What follows belongs to an exercise in optimizing a design on an open flow for small area; a production flow would make more cautious choices.
The RTL was checked by simulation tests, not by an equivalence proof against the original design.
Power is estimated from default activity; no workload was simulated.

## flow/design.v (module list and top-level ports; edited modules follow where they fit)
// module FirFilterSym_top: 2847 lines
module FirFilterSym_top (
    input  logic        clk,
    input  logic        rst,
    input  logic        valid_in,
    output logic        valid_out,
    input  logic [15:0] din,
    output logic [25:0] dout
);
  // ...
==> flow/flow/run.sh <==
#!/bin/bash
# Own layout flow: the standard flow, with two changes to synthesis only.
#  1. Yosys's early "abc -fast" is skipped (SYNTH_ARGS=-noabc), so extract_fa sees the
#     RTL's full-adder equations as written and maps them without extra inverters.
#  2. flow/post.py rewrites the delay-line next-state logic of the synthesized netlist
#     (one a22o/a221o per register instead of o22ai + inverter); registers are untouched.
# Then the standard flow runs from the netlist on (floorplan ... finish).
set -euo pipefail
W=$(pwd)
RES=$W/orfs/results/${FLOW_PLATFORM}/FirFilterSym_top/base
bash standard.sh SYNTH_ARGS=-noabc synth > $W/synth.log 2>&1
cp $RES/1_2_yosys.v $W/synth_orig.v
python3 $W/flow/post.py $W/synth_orig.v $W/synth_post.v > $W/post.log 2>&1
cp $W/synth_post.v $RES/1_2_yosys.v
rm -f $RES/1_synth.odb $RES/1_synth.sdc
bash standard.sh SYNTH_ARGS=-noabc finish > $W/layout.log 2>&1
==> flow/flow/post.py <==
#!/usr/bin/env python3
"""Rewrite the delay-line next-state logic of the synthesized netlist.

Each delay-line register x<k>[i] loads x<k-1>[i] (din for k=1) on an accepted
sample, holds otherwise, and clears on reset (bit 15 is stored inverted, so it
sets).  ABC maps this as o22ai plus inverters; here every such D input gets one
a22o (a221o for bit 15) fed by two shared select nets, and the old cones that
become unused are removed.  Everything else is left as it was.

usage: post.py IN.v OUT.v
"""
import re
import sys
from collections import defaultdict

OUTPINS = {'X', 'Y', 'Q', 'Q_N', 'SUM', 'COUT', 'HI', 'LO'}
P = 'sky130_fd_sc_hd__'


def esc(n):
    return n + ' ' if n.startswith('\\') else n


def push_bubbles(cells, ports, assign_refs, newwires):
    """A full adder is self-dual: FA(~a,~b,~c) = (~s,~co).  Flip an adder's polarity
    wherever that removes more inverters around it than it adds."""
    def isinv(c):
        return c[0].startswith(P + 'inv_')
    cnt = [0]

    def newnet():
        cnt[0] += 1
        n = 'bp_n%d' % cnt[0]
        newwires.append(n)
        return n
    flips = 0
    while True:
        drv = {}
        loads = defaultdict(list)
        for idx, c in enumerate(cells):
            for p, n in c[2].items():
                if p in OUTPINS:
                    drv[n] = idx
                else:
                    loads[n].append(idx)
        best = None
        for idx, c in enumerate(cells):
            if not c[0].startswith(P + 'fa_'):
                continue
            delta = 0
            ok = True
            for p in ('A', 'B', 'CIN'):
                n = c[2][p]
                d = drv.get(n)
                if d is not None and isinv(cells[d]):
                    if len(loads[n]) == 1:
                        delta -= 1
                else:
                    delta += 1
            for p in ('SUM', 'COUT'):
                o = c[2][p]
                invs = [l for l in loads[o] if isinv(cells[l])]
                others = [l for l in loads[o] if not isinv(cells[l])]
                ext = o in ports or o in assign_refs
                for l in invs[1:]:
                    q = cells[l][2]['Y']
                    if q in ports or q in assign_refs:
                        ok = False
                delta -= len(invs)
                if others or ext:
                    delta += 1
            if ok and delta < 0 and (best is None or delta < best[0]):
                best = (delta, idx)
        if best is None:
            break
        idx = best[1]
        c = cells[idx]
        dead = set()
        added = []
        for p in ('A', 'B', 'CIN'):
            n = c[2][p]
            d = drv.get(n)
            if d is not None and isinv(cells[d]):
                c[2][p] = cells[d][2]['A']
                if len(loads[n]) == 1:
                    dead.add(d)
            else:
                m = newnet()
                added.append([P + 'inv_1', 'bp_i' + m[4:], {'A': n, 'Y': m}])
                c[2][p] = m
        rename = {}
        for p in ('SUM', 'COUT'):
            o = c[2][p]
            invs = [l for l in loads[o] if isinv(cells[l])]
            others = [l for l in loads[o] if not isinv(cells[l])]
            ext = o in ports or o in assign_refs
            if invs:
                q0 = cells[invs[0]][2]['Y']
                c[2][p] = q0
                for l in invs:
                    dead.add(l)
                    if l != invs[0]:
                        rename[cells[l][2]['Y']] = q0
            else:
                q0 = newnet()
                c[2][p] = q0
            if others or ext:
                added.append([P + 'inv_1', 'bp_i%d_%s' % (flips, p), {'A': q0, 'Y': o}])
        cells[:] = [x for i, x in enumerate(cells) if i not in dead] + added
        if rename:
            for x in cells:
                for p, n in list(x[2].items()):
                    if p not in OUTPINS and n in rename:
                        x[2][p] = rename[n]
        flips += 1
    return flips


def main(src, dst):
    text = open(src).read()
    text = re.sub(r'\(\*.*?\*\)', '', text, flags=re.S)
    text = re.sub(r'/\*.*?\*/', '', text, flags=re.S)
    text = re.sub(r'//[^\n]*', '', text)
    m = re.search(r'\bmodule\b', text)
    body = text[m.start():]
    end = body.rfind('endmodule')
    body = body[:end]
    stmts = [s.strip() for s in body.split(';')]
    header = stmts[0]
    decls, assigns, cells = [], [], []
    for s in stmts[1:]:
        if not s:
            continue
        w = s.split(None, 1)[0]
        if w in ('input', 'output', 'wire', 'inout'):
            decls.append(s)
        elif w == 'assign':
            assigns.append(s)
        else:
            mm = re.match(r'^(\S+)\s+(\\\S+\s|\S+)\s*\((.*)\)$', s, re.S)
            if not mm:
                raise SystemExit('cannot parse: %r' % s[:200])
            typ, name, pbody = mm.group(1), mm.group(2).strip(), mm.group(3)
            pins = {}
            for pm in re.finditer(r'\.(\w+)\s*\(\s*(\\\S+\s|[^()\s]+)\s*\)', pbody):
                pins[pm.group(1)] = pm.group(2).strip()
            cells.append([typ, name, pins])

    # nets read by assigns or driving ports count as loads
    assign_refs = set()
    for a in assigns:
        for tok in re.findall(r'\\\S+|[A-Za-z_][\w$]*(?:\s*\[\d+\])?', a[len('assign'):]):
            assign_refs.add(re.sub(r'\s+', '', tok))
    ports = set()
    for d in decls:
        w = d.split(None, 1)[0]
        if w in ('input', 'output'):
            mm = re.match(r'(input|output)\s*(\[(\d+):(\d+)\])?\s*(.*)$', d, re.S)
            for nm in mm.group(5).split(','):
                nm = nm.strip()
                if mm.group(2):
                    hi, lo = int(mm.group(3)), int(mm.group(4))
                    for b in range(min(hi, lo), max(hi, lo) + 1):
                        ports.add('%s[%d]' % (nm, b))
                else:
                    ports.add(nm)

    qnet = {}
    ff = {}
    for c in cells:
        mm = re.match(r'^\\x(\d+)\[(\d+)\]\$_DFF_P_$', c[1])
        if mm and c[0].startswith(P + 'dfxtp'):
            k, i = int(mm.group(1)), int(mm.group(2))
            qnet[(k, i)] = c[2]['Q']
            ff[(k, i)] = c
    nk = max(k for k, i in ff) if ff else 0
    assert len(ff) == nk * 16, (len(ff), nk)

    new = []
    newwires = ['dl_sh', 'dl_hd', 'dl_din15n']
    new.append([P + 'nor2b_1', 'dl_shg', {'A': 'rst', 'B_N': 'valid_in', 'Y': 'dl_sh'}])
    new.append([P + 'nor2_1', 'dl_hdg', {'A': 'valid_in', 'B': 'rst', 'Y': 'dl_hd'}])
    new.append([P + 'inv_1', 'dl_dinv', {'A': 'din[15]', 'Y': 'dl_din15n'}])
    for (k, i), c in sorted(ff.items()):
        if k == 1:
            prev = 'dl_din15n' if i == 15 else 'din[%d]' % i
        else:
            prev = qnet[(k - 1, i)]
        dn = 'dl_d_%d_%d' % (k, i)
        newwires.append(dn)
        if i == 15:
            new.append([P + 'a221o_1', 'dl_g_%d_%d' % (k, i),
                        {'A1': prev, 'A2': 'dl_sh', 'B1': qnet[(k, i)], 'B2': 'dl_hd', 'C1': 'rst', 'X': dn}])
        else:
            new.append([P + 'a22o_1', 'dl_g_%d_%d' % (k, i),
                        {'A1': prev, 'A2': 'dl_sh', 'B1': qnet[(k, i)], 'B2': 'dl_hd', 'X': dn}])
        c[2]['D'] = dn
    cells += new
    nflip = push_bubbles(cells, ports, assign_refs, newwires)

    # remove cells that drive nothing, repeatedly (never registers)
    removed = 0
    while True:
        loads = defaultdict(int)
        for typ, name, pins in cells:
            for p, n in pins.items():
                if p not in OUTPINS:
                    loads[n] += 1
        keep = []
        for c in cells:
            outs = [n for p, n in c[2].items() if p in OUTPINS]
            isreg = re.search(r'__(df|edf|sdf|dl)', c[0]) is not None
            if not isreg and outs and all(loads[n] == 0 and n not in ports and n not in assign_refs
                                          for n in outs):
                removed += 1
                continue
            keep.append(c)
        if len(keep) == len(cells):
            break
        cells = keep

    with open(dst, 'w') as f:
        f.write(header + ' ;\n')
        for d in decls:
            f.write('  ' + d + ' ;\n')
        for w in newwires:
            f.write('  wire %s;\n' % w)
        for a in assigns:
            f.write('  ' + a + ' ;\n')
        for typ, name, pins in cells:
            f.write('  %s %s (%s);\n' % (typ, esc(name),
                    ', '.join('.%s(%s)' % (p, esc(n)) for p, n in pins.items())))
        f.write('endmodule\n')
    print('delay-line registers rewired: %d; adders flipped: %d; cells removed: %d; cells now: %d'
          % (len(ff), nflip, removed, len(cells)))


if __name__ == '__main__':
    main(sys.argv[1], sys.argv[2])
==> flow/standard.sh <==
#!/bin/bash
# synth_recipe.tcl (not shown) runs the flow's synth.tcl, then flattens the netlist and writes it again
# the make line also repeats each setting of config.mk as NAME=value (left out here)
make -C /OpenROAD-flow-scripts/flow DESIGN_CONFIG=/design/flow/config.mk WORK_HOME=/design/flow/orfs CLKGATE_MAP_FILE= SYNTH_SCRIPT=/design/flow/synth_recipe.tcl "${@:-finish}"
==> flow/config.mk <==
export PLATFORM = sky130hd
export DESIGN_NAME = FirFilterSym_top
export DESIGN_NICKNAME = FirFilterSym_top
export VERILOG_FILES = /design/flow/design.v
export SDC_FILE = /design/flow/constraint.sdc
export NUM_CORES = 4
export LEC_CHECK = 0
export ABC_AREA = 1
export CAP_MARGIN = 20
export CORE_MARGIN = 2
export CORE_UTILIZATION = 40
export CTS_BUF_LIST = sky130_fd_sc_hd__clkbuf_16
export CTS_CLUSTER_DIAMETER = 100
export CTS_CLUSTER_SIZE = 30
export SLEW_MARGIN = 20
==> flow/constraint.sdc <==
create_clock -name core_clock -period 5.0 [get_ports {clk}]
set_input_delay 1.0000 -clock core_clock [delete_from_list [all_inputs] [get_ports {clk}]]
set_output_delay 1.0000 -clock core_clock [all_outputs]
set_load 0.01 [all_outputs]
==> impl_metrics.yaml, run 1 <==
critical_path:
  r2r_slack_ns: 0.33
  path_common_cell: "fa_1"
  path_max_fanout: 3
  reg2reg_from: "x28[3]"
  cpLargestDelayFamily: "adder cells"
  cp_data_required_time_ns: 5.48
die:
  dieArea_um2: 91700
  num_rows: 109
place:
  place_area_um2: 37900
  dp_hpwl_um: 71300
finish:
  regArea_um2: 14000
  fin_area_um2: 39100
  n_antenna_cell: 0
  nNonClkBuffers: 70
  largest_class: "multi-input combinational cells"
  fin_nets: 3208
clocking:
  root_buffer: "clkbuf_16"
  cts_setup_buffers: 0
  clkTransAtPathRegs_ns: 0.12
  cts.repair.resized: 0
detailed_routing:
  top_layer_used: "met4"
  vias_per_cell: 5.44
sta:
  clock-skew-final_ns: 0.0428
  tns_ns: 0
pwr:
  p_total_mw: 14.0
  seqPwrFrac: 0.439
  p_sw_frac: 0.330
hold_path:
  whs_path_depth: 0
status:
  status: "no timing/DRC/antenna violations"
global_routing:
  grt_overflow_total: 0
==> inputs of run 2 (changes only) <==
--- a/flow/flow/run.sh
+++ b/flow/flow/run.sh
@@ -4,6 +4,8 @@
 #     RTL's full-adder equations as written and maps them without extra inverters.
 #  2. flow/post.py rewrites the delay-line next-state logic of the synthesized netlist
-#     (one a22o/a221o per register instead of o22ai + inverter); registers are untouched.
-# Then the standard flow runs from the netlist on (floorplan ... finish).
+#     (one a22o/a221o per register instead of o22ai + inverter) and flips full adders'
+#     polarity where that saves inverters; registers are untouched.
+# Then the standard flow runs from the netlist on (floorplan ... finish); every port still
+# gets its own buffer, but a buf_1 instead of the larger delay buffer buffer_ports picks.
 set -euo pipefail
 W=$(pwd)
@@ -14,3 +16,3 @@
 cp $W/synth_post.v $RES/1_2_yosys.v
 rm -f $RES/1_synth.odb $RES/1_synth.sdc
-bash standard.sh SYNTH_ARGS=-noabc finish > $W/layout.log 2>&1
+bash standard.sh SYNTH_ARGS=-noabc 'BUFFER_PORTS_ARGS=-buffer_cell sky130_fd_sc_hd__buf_1' finish > $W/layout.log 2>&1
--- a/flow/flow/post.py
+++ b/flow/flow/post.py
@@ -6,5 +6,7 @@
 sets).  ABC maps this as o22ai plus inverters; here every such D input gets one
 a22o (a221o for bit 15) fed by two shared select nets, and the old cones that
-become unused are removed.  Everything else is left as it was.
+become unused are removed.  Then full adders are flipped to their dual
+polarity (FA(~a,~b,~c) = ~FA(a,b,c)) where that removes inverters around them.
+Registers are never touched.
 
 usage: post.py IN.v OUT.v
--- a/flow/config.mk
+++ b/flow/config.mk
@@ -7,5 +7,5 @@
 export LEC_CHECK = 0
 export ABC_AREA = 1
-export CAP_MARGIN = 20
+export CAP_MARGIN = 5
 export CORE_MARGIN = 2
 export CORE_UTILIZATION = 40
@@ -13,3 +13,3 @@
 export CTS_CLUSTER_DIAMETER = 100
 export CTS_CLUSTER_SIZE = 30
-export SLEW_MARGIN = 20
+export SLEW_MARGIN = 5
==> run 2 against run 1 <==
Final cell count fell by 0.23%. Final area shrank 1.0%. Clock skew shrank 0.0039 ns. Non-clock buffer count fell by 3. Count of clock-buffer cells in the layout down 1.
==> impl_metrics.yaml, run 2 <==
global_routing:
  grt_pass1_wl_um: 134000
  grt_use_met1: 0.251
  grt_overflow_total: 0
  met3_usage: 0.0266
  grt_pass1_vias: 21300
  use_met2: 0.349
  antenna_found_initial: 0
  grt_use_total: 0.197
  busiest_layer: "met2"
  grt_max_degree: 213
pwr:
  seqPwrFrac: 0.451
  p_total_mw: 13.6
  power.density_nw_per_um2: 352
  clkPwrFrac: 0.244
  p_sw_mw: 4.51
  power.internal_mw: 9.10
  worst_ir_drop_vdd_mv: 0.406
  combPwrFrac: 0.305
  p_sw_frac: 0.331
  p_leak_nw: 17.7
detailed_routing:
  vias_per_cell: 5.44
  drt_iter0_drc: 1601
  drt-total-wl_um: 88000
  via_count: 19200
  drc: 0
  firstDrtPassIters: 19
  drtAntennaViolNets: 0
  wl_per_cell_um: 24.9
clocking:
  clkSinkCount: 700
  holdBufCountCts: 0
  cts_buffer_depth: 3
  root_buffer: "clkbuf_16"
  cts.repair.resized: 0
  cts_max_level: 2
  cts_tree: "yes"
  cts_setup_buffers: 0
  clkTransAtPathRegs_ns: 0.11
  clk_latency_ns: 0.62
  cts_made_buffers: 34
finish:
  multi_input_area_um2: 21400
  fin_nets: 3204
  utilization: 0.437
  largest_register: "dout"
  nFillCells: 7841
  fin_cells: 3535
  area_growth_pct: 8.28
  largest_register_ffs: 26
  drive_gt1_frac: 0.0316
  n_antenna_cell: 0
  final_common_cell: "fa_1"
  mostFrequentLayoutCells: "fa_1, dfxtp_1, a22o_1"
  regArea_um2: 14000
  fin_area_um2: 38700
logic_synthesis:
  synth_area_um2: 35700
  syn-num-nets: 3102
  syn_area_per_cell_um2: 15.8
  yosys_warnings: 1
  synthCells: 2255
die:
  dieArea_um2: 91700
  fp.dieW_um: 303
  initial_utilization: 0.404
  io_pins: 46
  num_rows: 109
  core_region_area_um2: 88500
  die-height_um: 303
sta:
  hold_slack_ns: 0.340
  max_freq_ghz: 0.216
  tns_ns: 0
  fin_crit_ns: 4.63
  finalHoldViolCount: 0
  worst_slack_ns: 0.366
  maxSlewHeadroom: 0.337
  setup_viol: 0
  clock-skew-final_ns: 0.0389
  fin_crit_sh: 0.927
  max_slew.worst_pin.slew_ns: 0.994
  grt_setup_unrepaired: "no"
  final_max_slew_viol_count: 0
critical_path:
  cpLargestDelayFamily: "adder cells"
  cp-start-kind: "flip-flop"
  path_buf_inv: 0
  path_common_cell: "fa_1"
  cp_data_required_time_ns: 5.49
  crit_path_max_incr_delay_ns: 0.57
  crit_chain: "ha_1, fa_1, fa_1, fa_1, fa_1, fa_1, fa_1, fa_1, fa_1"
  path_max_fanout: 3
  critical_path_class: "reg2reg"
  arrival_ns: 5.12
  end_kind: "flip-flop"
  cp_num_cells: 9
  r2r_cells: 9
  critPathSlowestCell: "fa_1"
place:
  io_buffers: 45
  place_area_um2: 37600
  place_congestion: 0.923
  placed_cells: 3486
  post-place-ws_ns: 0.360
  dp_hpwl_um: 72300
hold_path:
  whs_path_depth: 0
  hp-class: "reg2reg"
flow_run:
  drv_cap: 0
status:
  status: "no timing/DRC/antenna violations"
run 2: area by class of cell:
class / count / share of cell area
clock buffers: 35 / 0.0226
clock inverters: 14 / 0.00553
multi-input cells: 1470 / 0.553
inverters: 84 / 0.00815
well taps: 1165 / 0.0377
flip-flops and latches: 700 / 0.362
repair buffers: 67 / 0.0103
run 2: path summary, 6_finish.rpt:
path,start,endpoint,slack [ns]
worst min-delay path,p3_0,dout[3],0.34
worst max register to register,x35[4],p11_1,0.37
worst max-delay path,x35[4],p11_1,0.37
worst min register to register,p3_0,dout[3],0.34
run 2: metal layers:
layer / share of wire / vias up
met5: 0 / -
met4: 0.034 / 0
met3: 0.041 / 129
met2: 0.52 / 453
met1: 0.41 / 10400
li1: - / 8244
run 2: power groups by stage:
stage / registers [mW] / logic [mW] / clock network (mW)
global route: 6.17 / 4.86 / 3.60
finish: 6.13 / 4.15 / 3.32
CTS: 6.14 / 4.34 / 3.41
detailed placement: 6.27 / 4.33 / 0
global placement: 6.26 / 4.19 / 0
floorplan: 6.26 / 2.94 / 0
==> inputs of run 3 (changes only) <==
--- a/flow/config.mk
+++ b/flow/config.mk
@@ -7,5 +7,5 @@
 export LEC_CHECK = 0
 export ABC_AREA = 1
-export CAP_MARGIN = 5
+export CAP_MARGIN = 20
 export CORE_MARGIN = 2
 export CORE_UTILIZATION = 40
@@ -13,3 +13,3 @@
 export CTS_CLUSTER_DIAMETER = 100
 export CTS_CLUSTER_SIZE = 30
-export SLEW_MARGIN = 5
+export SLEW_MARGIN = 20
==> run 3 against run 2 <==
Die area unchanged. Global-route usage unchanged. Final area unchanged. Critical endpoint unchanged. Largest cell class unchanged.
==> impl_metrics.yaml, run 3 <==
status:
  status: "no timing/DRC/antenna violations"
place:
  io_buffers: 45
  post-place-ws_ns: 0.360
  placed_cells: 3486
  place_congestion: 0.923
  dp_hpwl_um: 72300
die:
  fp.dieW_um: 303
  num_rows: 109
  die-height_um: 303
  io_pins: 46
  initial_utilization: 0.404
  dieArea_um2: 91700
  core_region_area_um2: 88500
pwr:
  p_leak_nw: 17.7
  worst_ir_drop_vdd_mv: 0.406
  p_total_mw: 13.6
  power.density_nw_per_um2: 352
finish:
  mostFrequentLayoutCells: "fa_1, dfxtp_1, a22o_1"
  fin_cells: 3535
  fin_nets: 3204
  final_common_cell: "fa_1"
  utilization: 0.437
  area_growth_pct: 8.28
  largest_register: "dout"
  drive_gt1_frac: 0.0316
  largest_register_ffs: 26
  n_antenna_cell: 0
sta:
  hold_slack_ns: 0.340
  final_max_slew_viol_count: 0
  clock-skew-final_ns: 0.0389
  max_slew.worst_pin.slew_ns: 0.994
  grt_setup_unrepaired: "no"
  worst_slack_ns: 0.366
  setup_viol: 0
  fin_crit_ns: 4.63
  fin_crit_sh: 0.927
  max_freq_ghz: 0.216
  maxSlewHeadroom: 0.337
  finalHoldViolCount: 0
clocking:
  clkSinkCount: 700
  cts_setup_buffers: 0
  cts_buffer_depth: 3
  root_buffer: "clkbuf_16"
  cts_max_level: 2
  cts_made_buffers: 34
  clkTransAtPathRegs_ns: 0.11
  holdBufCountCts: 0
  cts.repair.resized: 0
  clk_latency_ns: 0.62
  cts_tree: "yes"
critical_path:
  arrival_ns: 5.12
  cp-start-kind: "flip-flop"
  critical_path_class: "reg2reg"
  path_max_fanout: 3
  cp_data_required_time_ns: 5.49
  end_kind: "flip-flop"
  r2r_slack_ns: 0.37
detailed_routing:
  wl_per_cell_um: 24.9
  via_count: 19200
  drtAntennaViolNets: 0
  drt_iter0_drc: 1601
  drc: 0
  drt-total-wl_um: 88000
  vias_per_cell: 5.44
  firstDrtPassIters: 19
logic_synthesis:
  syn-num-nets: 3102
  synthCells: 2255
  synth_area_um2: 35700
  syn_area_per_cell_um2: 15.8
  yosys_warnings: 1
global_routing:
  grt_max_degree: 213
  antenna_found_initial: 0
  grt_overflow_total: 0
  grt_pass1_vias: 21300
  grt_use_total: 0.197
  grt_pass1_wl_um: 134000
flow_run:
  drv_cap: 0
hold_path:
  hp-class: "reg2reg"
## run 3: critical path: stages, from the launching register on
cell and delay [ns]:
dfxtp_1 0.36, ha_1 0.39, fa_1 0.57, fa_1 0.42
fa_1 0.44, fa_1 0.43, fa_1 0.46, fa_1 0.46
fa_1 0.56, fa_1 0.42
## run 3: layout make-up
class | count | area (um^2)
Fill cell | 7841 | 49800
Multi-Input combinational cell | 1470 | 21400
Sequential cell | 700 | 14000
Tap cell | 1165 | 1460
Clock buffer | 35 | 876
Timing Repair Buffer | 67 | 398
Inverter | 84 | 315
Clock inverter | 14 | 214
## run 3: worst paths after layout
check,from,to,cells after the start
worst max-delay path,x35[4],p11_1,9
worst min-delay path,p3_0,dout[3],0
worst max register to register,x35[4],p11_1,9
worst min register to register,p3_0,dout[3],0
## run 3: routing by layer
| metal | vias up | GRT usage | part of all wire |
|---|---|---|---|
| li1 | 8244 | - | - |
| met3 | 129 | 0.0266 | 0.041 |
| met1 | 10400 | 0.251 | 0.41 |
| met5 | - | 0 | 0 |
| met2 | 453 | 0.349 | 0.52 |
| met4 | 0 | 0.0619 | 0.034 |
## run 3: metrics by stage
| stage | setup TNS [ns] | area, um^2 |
|---|---|---|
| after floorplan | -1567.19 | 35700 |
| after global placement | 0 | 37600 |
| after detailed placement | 0 | 37600 |
| after CTS | 0 | 38700 |
| after global routing | 0 | 38700 |
| final | 0 | 38700 |
## run 3: report_power, final
part,leakage (nW),switching [mW],internal [mW]
logic,11.5,2.39,1.75
clock network,0.523,1.96,1.36
registers,5.68,0.152,5.98
==> inputs of run 4 (changes only) <==
--- a/flow/config.mk
+++ b/flow/config.mk
@@ -10,5 +10,5 @@
 export CORE_MARGIN = 2
 export CORE_UTILIZATION = 40
-export CTS_BUF_LIST = sky130_fd_sc_hd__clkbuf_16
+export CTS_BUF_LIST = sky130_fd_sc_hd__clkbuf_16 sky130_fd_sc_hd__clkbuf_8
 export CTS_CLUSTER_DIAMETER = 100
 export CTS_CLUSTER_SIZE = 30
==> run 4 against run 3 <==
Final cell count unchanged. Combinational power about the same. Die area unchanged.
==> impl_metrics.yaml, run 4 <==
status:
  status: "no timing/DRC/antenna violations"
hold_path:
  min-delay-start: "p3_0"
  hp-class: "reg2reg"
  min_to: "dout[3]"
  whs_path_depth: 0
sta:
  max_slew.worst_pin.slew_ns: 0.979
  maxSlewHeadroom: 0.348
  final_max_slew_viol_count: 0
  fin_crit_sh: 0.927
  setup_viol: 0
  worst_slack_ns: 0.365
  grt_setup_unrepaired: "no"
  clock-skew-final_ns: 0.0415
  max_freq_ghz: 0.216
  finalHoldViolCount: 0
  hold_slack_ns: 0.339
  fin_crit_ns: 4.64
clocking:
  clkTransAtPathRegs_ns: 0.11
  root_buffer: "clkbuf_16"
  cts_tree: "yes"
  clk_latency_ns: 0.62
  clkSinkCount: 700
  cts_max_level: 2
  cts.repair.resized: 0
  cts_made_buffers: 34
  holdBufCountCts: 0
  cts_setup_buffers: 0
  cts_buffer_depth: 3
detailed_routing:
  dr_wl_met3_um: 3630
  drt_iter0_drc: 1640
  drc: 0
  top_layer_used: "met4"
  wl_per_cell_um: 24.9
  firstDrtPassIters: 20
  met2_length_um: 45500
  via_count: 19200
  drt-total-wl_um: 87900
  drtAntennaViolNets: 0
  met1Wirelength_um: 35700
  vias_per_cell: 5.43
finish:
  largest_register: "dout"
  fin_nets: 3204
  multi_input_area_um2: 21400
  area_growth_pct: 8.33
  utilization: 0.437
  largest_register_ffs: 26
  n_antenna_cell: 0
  nFillCells: 7836
  regArea_um2: 14000
  mostFrequentLayoutCells: "fa_1, dfxtp_1, a22o_1"
  final_common_cell: "fa_1"
  drive_gt1_frac: 0.0325
logic_synthesis:
  synth_area_um2: 35700
  synthCells: 2255
  syn-num-nets: 3102
  yosys_warnings: 1
  syn_area_per_cell_um2: 15.8
critical_path:
  path_max_fanout: 3
  end_kind: "flip-flop"
  critical_path_class: "reg2reg"
  arrival_ns: 5.12
  worst_r2r_endpoint: "p11_1"
  reg2reg_from: "x35[4]"
  r2r_slack_ns: 0.36
  cp_data_required_time_ns: 5.49
  r2r_cells: 9
  cp-start-kind: "flip-flop"
global_routing:
  grt_overflow_total: 0
  grt_pass1_vias: 21300
  grt_use_total: 0.197
  grt_pass1_wl_um: 134000
  grt_max_degree: 213
  antenna_found_initial: 0
pwr:
  p_leak_nw: 17.7
  power.density_nw_per_um2: 352
  p_sw_mw: 4.51
  combPwrFrac: 0.304
  seqPwrFrac: 0.450
  power.internal_mw: 9.13
  p_sw_frac: 0.331
  worst_ir_drop_vdd_mv: 0.406
  clkPwrFrac: 0.246
die:
  io_pins: 46
  num_rows: 109
  fp.dieW_um: 303
  initial_utilization: 0.404
  core_region_area_um2: 88500
  die-height_um: 303
  dieArea_um2: 91700
place:
  io_buffers: 45
  place_congestion: 0.923
  dp_hpwl_um: 72300
  post-place-ws_ns: 0.360
flow_run:
  drv_cap: 0
-- run 4: how the worst max path moves through the flow --
stage                  start       to  cells after the start
floorplan           valid_in  x10[15]                      2
global placement       x8[3]    p15_1                      9
detailed placement    x15[8]    p17_2                      9
CTS                   x15[4]    p11_1                      9
global route          x15[4]    p11_1                      9
finish                x35[4]    p11_1                      9
-- run 4: through the flow --
stage	cells	power [mW]	TNS (ns)	cell area (um^2)
after global routing	3535	14.7	0	38700
after floorplan	2255	9.20	-1567.19	35700
final	3535	13.6	0	38700
after CTS	3535	13.9	0	38700
after global placement	3486	10.5	0	37600
after detailed placement	3486	10.6	0	37600
-- run 4: per-layer routing --
metal / vias up / track usage
met5: - / 0
met4: 0 / 0.0619
met3: 131 / 0.0265
met2: 459 / 0.349
met1: 10400 / 0.251
li1: 8256 / -
-- run 4: worst max-delay path, cell delays in order (launching register included) --
cell and delay, ns:
dfxtp_1 0.37, ha_1 0.39, fa_1 0.57, fa_1 0.42, fa_1 0.44, fa_1 0.43, fa_1 0.46, fa_1 0.45
fa_1 0.56, fa_1 0.42
-- run 4: power groups by stage --
stage / clock (mW) / combinational (mW) / sequential [mW]
floorplan: 0 / 2.94 / 6.26
global placement: 0 / 4.19 / 6.26
detailed placement: 0 / 4.33 / 6.27
CTS: 3.45 / 4.34 / 6.14
global route: 3.64 / 4.86 / 6.17
finish: 3.36 / 4.15 / 6.13
-- run 4: final cells by class --
| class | instances | share of cell area |
|---|---|---|
| Multi-Input combinational cell | 1470 | 0.553 |
| Sequential cell | 700 | 0.362 |
| Tap cell | 1165 | 0.0377 |
| Clock buffer | 37 | 0.0233 |
| Timing Repair Buffer | 67 | 0.0103 |
| Inverter | 84 | 0.00815 |
| Clock inverter | 12 | 0.00533 |
==> inputs of run 5 (changes only) <==
--- a/flow/config.mk
+++ b/flow/config.mk
@@ -10,6 +10,6 @@
 export CORE_MARGIN = 2
 export CORE_UTILIZATION = 40
-export CTS_BUF_LIST = sky130_fd_sc_hd__clkbuf_16 sky130_fd_sc_hd__clkbuf_8
-export CTS_CLUSTER_DIAMETER = 100
-export CTS_CLUSTER_SIZE = 30
+export CTS_BUF_LIST = sky130_fd_sc_hd__clkbuf_16
+export CTS_CLUSTER_DIAMETER = 90
+export CTS_CLUSTER_SIZE = 32
 export SLEW_MARGIN = 20
==> run 5 against run 4 <==
Clock skew rose by 0.015 ns. Final area grew 0.27%. Setup slack worse by 0.020 ns. Synthesized cell count unchanged. Die area stayed put. Routed wire length down 0.18%. Sequential power about the same. Worst hold slack improved by 0.0027 ns. Power grew 0.88%. Non-clock buffer count stayed put. Utilization up 0.12 points. First-iteration DRC count fell by 9.9%. Critical path type unchanged. Highest routed layer unchanged.
==> impl_metrics.yaml, run 5 <==
status:
  status: "no timing/DRC/antenna violations"
clocking:
  cts_buffer_depth: 3
  cts_max_level: 2
  cts_made_buffers: 34
  clkTransAtPathRegs_ns: 0.11
  clk_latency_ns: 0.62
  holdBufCountCts: 0
  root_buffer: "clkbuf_16"
  cts_tree: "yes"
  cts_setup_buffers: 0
  cts.repair.resized: 0
  clkSinkCount: 700
detailed_routing:
  drt_iter0_drc: 1478
  firstDrtPassIters: 19
  drt-total-wl_um: 87700
  drtAntennaViolNets: 0
  drc: 0
  wl_per_cell_um: 24.8
  via_count: 19200
  vias_per_cell: 5.43
sta:
  max_freq_ghz: 0.215
  setup_viol: 0
  worst_slack_ns: 0.344
  fin_crit_ns: 4.66
  max_slew.worst_pin.slew_ns: 1.02
  maxSlewHeadroom: 0.319
  hold_slack_ns: 0.342
  clock-skew-final_ns: 0.0565
  fin_crit_sh: 0.931
  finalHoldViolCount: 0
  grt_setup_unrepaired: "no"
  final_max_slew_viol_count: 0
pwr:
  power.density_nw_per_um2: 354
  p_sw_mw: 4.57
  power.internal_mw: 9.19
  seqPwrFrac: 0.446
  clkPwrFrac: 0.252
  combPwrFrac: 0.302
  worst_ir_drop_vdd_mv: 0.402
  p_sw_frac: 0.332
  p_leak_nw: 17.7
  p_total_mw: 13.8
global_routing:
  antenna_found_initial: 0
  grt_overflow_total: 0
  grt_use_total: 0.197
  grt_max_degree: 213
  grt_pass1_vias: 21300
  grt_pass1_wl_um: 134000
critical_path:
  path_max_fanout: 3
  r2r_slack_ns: 0.34
  critical_path_class: "reg2reg"
  worst_r2r_endpoint: "p11_1"
  critPathSlowestCell: "fa_1"
  r2r_cells: 9
  crit_path_max_incr_delay_ns: 0.56
  cp_data_required_time_ns: 5.47
  arrival_ns: 5.13
  path_common_cell: "fa_1"
  cp-start-kind: "flip-flop"
  end_kind: "flip-flop"
  reg2reg_from: "x15[4]"
  crit_chain: "ha_1, fa_1, fa_1, fa_1, fa_1, fa_1, fa_1, fa_1, fa_1"
hold_path:
  min-delay-start: "p3_0"
  min_to: "dout[3]"
  whs_path_depth: 0
  hp-class: "reg2reg"
finish:
  fin_area_um2: 38800
  fin_cells: 3539
  area_growth_pct: 8.63
  final_common_cell: "fa_1"
  largest_register_ffs: 26
  n_antenna_cell: 0
  drive_gt1_frac: 0.0345
  largest_register: "dout"
  mostFrequentLayoutCells: "fa_1, dfxtp_1, a22o_1"
  fin_nets: 3204
die:
  die-height_um: 303
  io_pins: 46
  dieArea_um2: 91700
  core_region_area_um2: 88500
  fp.dieW_um: 303
  num_rows: 109
  initial_utilization: 0.404
logic_synthesis:
  yosys_warnings: 1
  syn-num-nets: 3102
  synthCells: 2255
  syn_area_per_cell_um2: 15.8
  synth_area_um2: 35700
flow_run:
  drv_cap: 0
place:
  io_buffers: 45
  post-place-ws_ns: 0.360
  place_congestion: 0.923
  placed_cells: 3486
  place_area_um2: 37600
  dp_hpwl_um: 72300
## run 5: area by class of cell
cell class	instances	area, um^2
clock buffer	35	876
clock inverter	18	340
fill	7832	49700
inverter	84	315
multi-input combinational	1470	21400
sequential	700	14000
tap	1165	1460
timing repair buffer	67	398
## run 5: critical path: cells and delay by family (launching register included)
| kind | cells | cell delay [ns] |
|---|---|---|
| adder cells (fa/ha/maj) | 9 | 4.15 |
| flip-flops | 1 | 0.35 |
## run 5: worst max-delay path by stage
| stage | startpoint | endpoint | slack, ns | cells past startpoint |
|---|---|---|---|---|
| final | x15[4] | p11_1 | 0.34 | 9 |
| after global placement | x8[3] | p15_1 | 0.36 | 9 |
| after CTS | x35[4] | p11_1 | 0.32 | 9 |
| after detailed placement | x15[8] | p17_2 | 0.36 | 9 |
| after floorplan | valid_in | x10[15] | -2.78 | 2 |
| after global routing | x35[4] | p11_1 | 0.23 | 9 |
## run 5: power by group through the flow
stage                     Sequential [mW]  Clock, mW  Combinational [mW]
after CTS                            6.14       3.58                4.34
after global placement               6.26          0                4.19
after floorplan                      6.26          0                2.94
after global routing                 6.17       3.77                4.87
after detailed placement             6.27          0                4.33
final                                6.13       3.47                4.15
## run 5: through the flow
step | util | setup TNS, ns
after floorplan | - | -1567.19
after global placement | 0.425 | 0
after detailed placement | 0.425 | 0
after CTS | 0.438 | 0
after global routing | 0.438 | 0
final | 0.438 | 0
## run 5: routing by layer
metal	routed length, um	vias up	global-route usage
met5	0	-	0
met3	3320	117	0.0241
met4	2740	0	0.0619
li1	-	8256	-
met2	45800	438	0.349
met1	35900	10400	0.251

## re-timing with driven ports
No port has a modelled driver above. Below, the same layouts with a new extraction and two added sets of constraints. Step 1 sets driving cells, clkbuf_16 on the clock port and buf_2 on the other inputs (assumed; they add their load-dependent delay and slew). Step 2, shift: input delay + t, output delay - t, t = (earliest + latest rising clock arrival at the registers) / 2. This alone moves slack from input paths to output paths. Three values: no drivers, after step 1, after step 2; two values: the first two.
| run | t, ns | slack for setup (ns) | latest minus earliest clock arrival (ns) |
|---|---|---|---|
| run 1 | 0.655 | 0.327 / 0.327 / 0.062 | 0.053 / 0.052 |
| run 2 | 0.661 | 0.366 / 0.366 / 0.366 | 0.043 / 0.043 |
| run 3 | 0.661 | 0.366 / 0.366 / 0.366 | 0.043 / 0.043 |
| run 4 | 0.661 | 0.365 / 0.365 / 0.365 | 0.042 / 0.042 |
| run 5 | 0.664 | 0.344 / 0.344 / 0.344 | 0.062 / 0.061 |
After both steps setup and hold are still met in every run listed. For run 1, which loses most, drivers alone change the setup slack by 0.000 ns; drivers and shift together by -0.265 ns.
